From an optimization exercise on the open Yosys and OpenROAD flow, aimed at small area, a short achievable clock period and few clock cycles; shortcuts taken in it are not production practice. RTL that was checked went through simulation tests only; none was proved equivalent to the original. Power figures rest on the tool's default switching activity, not on a simulated workload.

==> flow/design.v <==
module processing_element_fsm (
    input wire clk,
    input wire rst,
    input wire [8:0] delta,    
    input wire [7:0] other,    
    output wire signed [31:0] result
);
    reg signed [8:0] d_q;
    reg signed [7:0] o_q;
    reg signed [18:0] acc;
    always @(posedge clk) begin
        d_q <= delta;
        o_q <= other;
    end
    always @(posedge clk)
        if (rst) acc <= 19'sd0;
        else acc <= acc + d_q * o_q;
    assign result = {{13{acc[18]}}, acc};
endmodule
module processing_element_avalon_interface (
    input csi_clockreset_clk,
    input csi_clockreset_reset_n,
    input [7:0] avs_s1_address,
    input avs_s1_read,
    input avs_s1_write,
    input [31:0] avs_s1_writedata,
    output reg [31:0] avs_s1_readdata
);
    wire clk = csi_clockreset_clk;
    wire rst = ~csi_clockreset_reset_n;
    wire [7:0] a = avs_s1_address;
    reg       wr_v;
    reg [4:0] wr_a;
    reg [7:0] wr_d;
    always @(posedge clk) begin
        wr_v <= ~rst & avs_s1_write & (a < 8'd18);
        wr_a <= a[4:0];
        wr_d <= avs_s1_writedata[7:0];
    end
    reg [7:0] img [0:8];
    reg [7:0] filt [0:8];
    reg start;
    wire [7:0] din = rst ? 8'd0 : wr_d;
    wire live = wr_v & ~rst;
    wire [8:0] sel_x, sel_w;
    reg  [7:0] xs, ws;
    integer k;
    genvar i;
    generate
        for (i = 0; i < 9; i = i + 1) begin : g_op
            assign sel_x[i] = live & (wr_a == i);
            assign sel_w[i] = live & (wr_a == i + 9);
            always @(posedge clk)
                if (rst | sel_x[i]) img[i] <= din;
            always @(posedge clk)
                if (rst | sel_w[i]) filt[i] <= din;
        end
    endgenerate
    always @(*) begin
        xs = 8'd0;
        ws = 8'd0;
        for (k = 0; k < 9; k = k + 1) begin
            if (sel_x[k] | sel_w[k]) begin
                xs = xs | img[k];
                ws = ws | filt[k];
            end
        end
    end
    wire is_x = |sel_x;
    wire [7:0] old_v   = is_x ? xs : ws;
    wire [7:0] other_v = is_x ? ws : xs;
    wire [8:0] delta = {wr_d[7], wr_d} - {old_v[7], old_v};
    always @(posedge clk)
        if (rst) start <= 1'b0;
        else if (avs_s1_write & (a == 8'd18)) start <= avs_s1_writedata[0];
    wire signed [31:0] result;
    processing_element_fsm pe_inst (
        .clk(clk),
        .rst(rst),
        .delta(delta),
        .other(other_v),
        .result(result)
    );
    always @(*) begin
        case (a)
            8'd30: avs_s1_readdata = result;
            8'd31: avs_s1_readdata = {31'd0, start};
            default: avs_s1_readdata = 32'd0;
        endcase
    end
endmodule
clock: 12.5 ns
lec_check: 0
cap_margin: 20
core_margin: 2
core_utilization: 40
slew_margin: 20
standard.sh (not shown) runs the stock make flow with config.mk's settings and CLKGATE_MAP_FILE= SYNTH_SCRIPT=/design/flow/synth_recipe.tcl, a recipe that flattens the netlist after the stock synthesis.
==> flow/flow/run.sh <==
#!/bin/bash
# Standard ORFS layout, with repair_timing asked to leave extra setup slack so
# that the fixed input/output paths are built fast. The SDC is the standard flow's own.
set -euo pipefail
bash standard.sh SETUP_SLACK_MARGIN=7 MATCH_CELL_FOOTPRINT=0 \
  "BUFFER_PORTS_ARGS=-buffer_cell sky130_fd_sc_hd__buf_2" finish > standard_flow.log 2>&1
Edit:
--- a/flow/design.v
+++ b/flow/design.v
@@ -3,20 +3,35 @@
     input wire rst,
     input wire [8:0] delta,    
     input wire [7:0] other,    
     output wire signed [31:0] result
 );
-    reg signed [8:0] d_q;
-    reg signed [7:0] o_q;
-    reg signed [18:0] acc;
+    reg [8:0] d_q;
+    reg [7:0] o_q;
+    reg [18:0] acc;
     always @(posedge clk) begin
         d_q <= delta;
         o_q <= other;
     end
+    reg [18:0] row;
+    reg [18:0] sum;
+    integer i, j;
+    always @(*) begin
+        sum = acc;
+        for (j = 0; j < 8; j = j + 1) begin
+            row = 19'd0;
+            for (i = 0; i < 9; i = i + 1) begin
+                if ((i == 8) ^ (j == 7)) row[i+j] = ~(d_q[i] & o_q[j]);
+                else row[i+j] = d_q[i] & o_q[j];
+            end
+            sum = sum + row;
+        end
+    end
+    localparam [18:0] K = 19'd459136;
     always @(posedge clk)
-        if (rst) acc <= 19'sd0;
-        else acc <= acc + d_q * o_q;
+        if (rst) acc <= 19'd0;
+        else acc <= sum + K;
     assign result = {{13{acc[18]}}, acc};
 endmodule
 module processing_element_avalon_interface (
     input csi_clockreset_clk,
     input csi_clockreset_reset_n,
@@ -39,11 +54,11 @@
     end
     reg [7:0] img [0:8];
     reg [7:0] filt [0:8];
     reg start;
     wire [7:0] din = rst ? 8'd0 : wr_d;
-    wire live = wr_v & ~rst;
+    wire live = wr_v;
     wire [8:0] sel_x, sel_w;
     reg  [7:0] xs, ws;
     integer k;
     genvar i;
     generate
@@ -76,11 +91,11 @@
     wire signed [31:0] result;
     processing_element_fsm pe_inst (
         .clk(clk),
         .rst(rst),
         .delta(delta),
-        .other(other_v),
+        .other(other_v & {8{~rst}}),
         .result(result)
     );
     always @(*) begin
         case (a)
             8'd30: avs_s1_readdata = result;
After rerunning: Via count decreases by 14%; global-route usage is lower by 0.38 points; area after synthesis came out lower by 7.4%; synthesized cell count decreases by 17%; setup slack improved by 130 ps; non-clock buffer count came out lower by 31.
Testbench counts after the change, summed over its fixed seeds: cycles 36,800.
No functional check of the RTL was part of the first run of this note.

* * *

processing_element_avalon_interface, a different RTL version from the one above (not shown whole).
Size: about 780 cells after synthesis, roughly 200 flip-flops, about 0.010 mm2 of cells after synthesis.
==> module processing_element_avalon_interface, before the edit <==
module processing_element_avalon_interface (
    input csi_clockreset_clk,
    input csi_clockreset_reset_n,
    input [7:0] avs_s1_address,
    input avs_s1_read,
    input avs_s1_write,
    input [31:0] avs_s1_writedata,
    output reg [31:0] avs_s1_readdata
);
    wire clk = csi_clockreset_clk;
    wire rst = ~csi_clockreset_reset_n;
    wire [7:0] a = avs_s1_address;
    reg       wr_v;
    reg [4:0] wr_a;
    reg [7:0] wr_d;
    always @(posedge clk) begin
        wr_v <= ~rst & avs_s1_write & (a < 8'd18);
        wr_a <= a[4:0];
        wr_d <= avs_s1_writedata[7:0];
    end
    reg [7:0] img [0:8];
    reg [7:0] filt [0:8];
    reg start;
    wire [7:0] din = rst ? 8'd0 : wr_d;
    wire live = wr_v;
    wire [8:0] sel_x, sel_w;
    reg  [7:0] xs, ws;
    integer k;
    genvar i;
    generate
        for (i = 0; i < 9; i = i + 1) begin : g_op
            assign sel_x[i] = live & (wr_a == i);
            assign sel_w[i] = live & (wr_a == i + 9);
            always @(posedge clk)
                if (rst | sel_x[i]) img[i] <= din;
            always @(posedge clk)
                if (rst | sel_w[i]) filt[i] <= din;
        end
    endgenerate
    always @(*) begin
        xs = 8'd0;
        ws = 8'd0;
        for (k = 0; k < 9; k = k + 1) begin
            if (sel_x[k] | sel_w[k]) begin
                xs = xs | img[k];
                ws = ws | filt[k];
            end
        end
    end
    wire is_x = |sel_x;
    wire [7:0] old_v   = is_x ? xs : ws;
    wire [7:0] other_v = is_x ? ws : xs;
    wire [8:0] delta = {wr_d[7], wr_d} - {old_v[7], old_v};
    always @(posedge clk)
        if (rst) start <= 1'b0;
        else if (avs_s1_write & (a == 8'd18)) start <= avs_s1_writedata[0];
    reg [8:0] d_q;
    reg [7:0] o_q;
    reg [18:0] acc;
    wire [18:0] sum;
    always @(posedge clk) begin
        d_q <= delta;
        o_q <= other_v & {8{~rst}};
    end
    pe_mac_tree mac (
        .d(d_q),
        .o(o_q),
        .acc(acc),
        .sum(sum)
    );
    always @(posedge clk)
        if (rst) acc <= 19'd0;
        else acc <= sum;
    wire [31:0] result = {{13{acc[18]}}, acc};
    always @(*) begin
        case (a)
            8'd30: avs_s1_readdata = result;
            8'd31: avs_s1_readdata = {31'd0, start};
            default: avs_s1_readdata = 32'd0;
        endcase
    end
endmodule
==> flow/config.mk <==
export PLATFORM = sky130hd
export DESIGN_NAME = processing_element_avalon_interface
export DESIGN_NICKNAME = processing_element_avalon_interface
export VERILOG_FILES = /design/flow/design.v
export SDC_FILE = /design/flow/constraint.sdc
export NUM_CORES = 4
export LEC_CHECK = 0
export CAP_MARGIN = 20
export CORE_MARGIN = 2
export CORE_UTILIZATION = 40
export SLEW_MARGIN = 20
export SYNTH_HIERARCHICAL = 1
export SYNTH_MINIMUM_KEEP_SIZE = 0
==> flow/constraint.sdc <==
create_clock -name core_clock -period 12.5 [get_ports {csi_clockreset_clk}]
set_input_delay 2.5000 -clock core_clock [delete_from_list [all_inputs] [get_ports {csi_clockreset_clk}]]
set_output_delay 2.5000 -clock core_clock [all_outputs]
set_load 0.01 [all_outputs]
Scripts as last shown in full above: flow/flow/run.sh
The first run completed without violations.
Next try:
--- a/flow/design.v
+++ b/flow/design.v
@@ -291,6 +291,19 @@
 module pe_ha (input wire a, input wire b, output wire s, output wire co);
     assign {co, s} = a + b;
 endmodule
+module pe_mux9 (input wire [8:0] s, input wire [8:0] d, output wire y);
+    wire [2:0] n;
+    pe_aoi222 g0 (.a1(s[0]), .a2(d[0]), .b1(s[1]), .b2(d[1]), .c1(s[2]), .c2(d[2]), .y(n[0]));
+    pe_aoi222 g1 (.a1(s[3]), .a2(d[3]), .b1(s[4]), .b2(d[4]), .c1(s[5]), .c2(d[5]), .y(n[1]));
+    pe_aoi222 g2 (.a1(s[6]), .a2(d[6]), .b1(s[7]), .b2(d[7]), .c1(s[8]), .c2(d[8]), .y(n[2]));
+    assign y = ~&n;
+endmodule
+module pe_aoi222 (
+    input wire a1, input wire a2, input wire b1, input wire b2,
+    input wire c1, input wire c2, output wire y
+);
+    assign y = ~((a1 & a2) | (b1 & b2) | (c1 & c2));
+endmodule
 module processing_element_avalon_interface (
     input csi_clockreset_clk,
     input csi_clockreset_reset_n,
@@ -317,8 +330,6 @@
     wire [7:0] din = rst ? 8'd0 : wr_d;
     wire live = wr_v;
     wire [8:0] sel_x, sel_w;
-    reg  [7:0] xs, ws;
-    integer k;
     genvar i;
     generate
         for (i = 0; i < 9; i = i + 1) begin : g_op
@@ -330,16 +341,24 @@
                 if (rst | sel_w[i]) filt[i] <= din;
         end
     endgenerate
-    always @(*) begin
-        xs = 8'd0;
-        ws = 8'd0;
-        for (k = 0; k < 9; k = k + 1) begin
-            if (sel_x[k] | sel_w[k]) begin
-                xs = xs | img[k];
-                ws = ws | filt[k];
-            end
+    wire [8:0] sel = sel_x | sel_w;
+    wire [7:0] xs, ws;
+    generate
+        for (i = 0; i < 8; i = i + 1) begin : g_mux
+            pe_mux9 mx (
+                .s(sel),
+                .d({img[8][i], img[7][i], img[6][i], img[5][i], img[4][i],
+                    img[3][i], img[2][i], img[1][i], img[0][i]}),
+                .y(xs[i])
+            );
+            pe_mux9 mw (
+                .s(sel),
+                .d({filt[8][i], filt[7][i], filt[6][i], filt[5][i], filt[4][i],
+                    filt[3][i], filt[2][i], filt[1][i], filt[0][i]}),
+                .y(ws[i])
+            );
         end
-    end
+    endgenerate
     wire is_x = |sel_x;
     wire [7:0] old_v   = is_x ? xs : ws;
     wire [7:0] other_v = is_x ? ws : xs;
Result:
- The new run produced a clean layout
- fmax came out lower by 0.91%
- synthesized area came out lower by 5.0%
- sequential share of layout area came out higher by 2.5 points
- register-to-register slack improved by 70 ps
- routed wire length came out lower by 7.1%
- cell count came out lower by 8.4%
- power came out lower by 0.79%
- critical path depth came out higher by 1
- final area came out lower by 5.2%
Testbench counts after the change, summed over its fixed seeds: cycles 36,800.
Only the layout flow was run in the first run of this note; the RTL was not checked for function there.

-- re-timing with driven ports --
In the flow no input, the clock included, has a driving cell. The finished layouts below were timed again as built, in two steps. Step 1, drivers: a clkbuf_16 drives csi_clockreset_clk and a buf_2 each remaining input, both assumed. Step 2 moves the port delays by t, midway between the first and last clock arrival at a register: inputs arrive t later, outputs are due t later. That takes back most of the time a late clock gives input paths. a / b / c = ideal / step 1 / step 2; a / b = the first two.
| run | shift t [ns] | setup slack, ns | hold WS [ns] | slew at the worst register clock pin (ns) |
|---|---|---|---|---|
| the first run of note 1 | 0.478 | 6.302 / 6.265 / 6.265 | 0.510 / 0.510 / 0.510 | 0.09 / 0.09 |
| the second run of note 1 | 0.479 | 6.436 / 6.403 / 6.403 | 0.510 / 0.510 / 0.510 | 0.09 / 0.09 |
| the first run of note 2 | 0.487 | 6.401 / 6.369 / 6.369 | 0.510 / 0.510 / 0.510 | 0.09 / 0.09 |
| the second run of note 2 | 0.468 | 6.345 / 6.308 / 6.308 | 0.579 / 0.579 / 0.579 | 0.08 / 0.08 |
After both steps setup and hold are still met in every run listed.
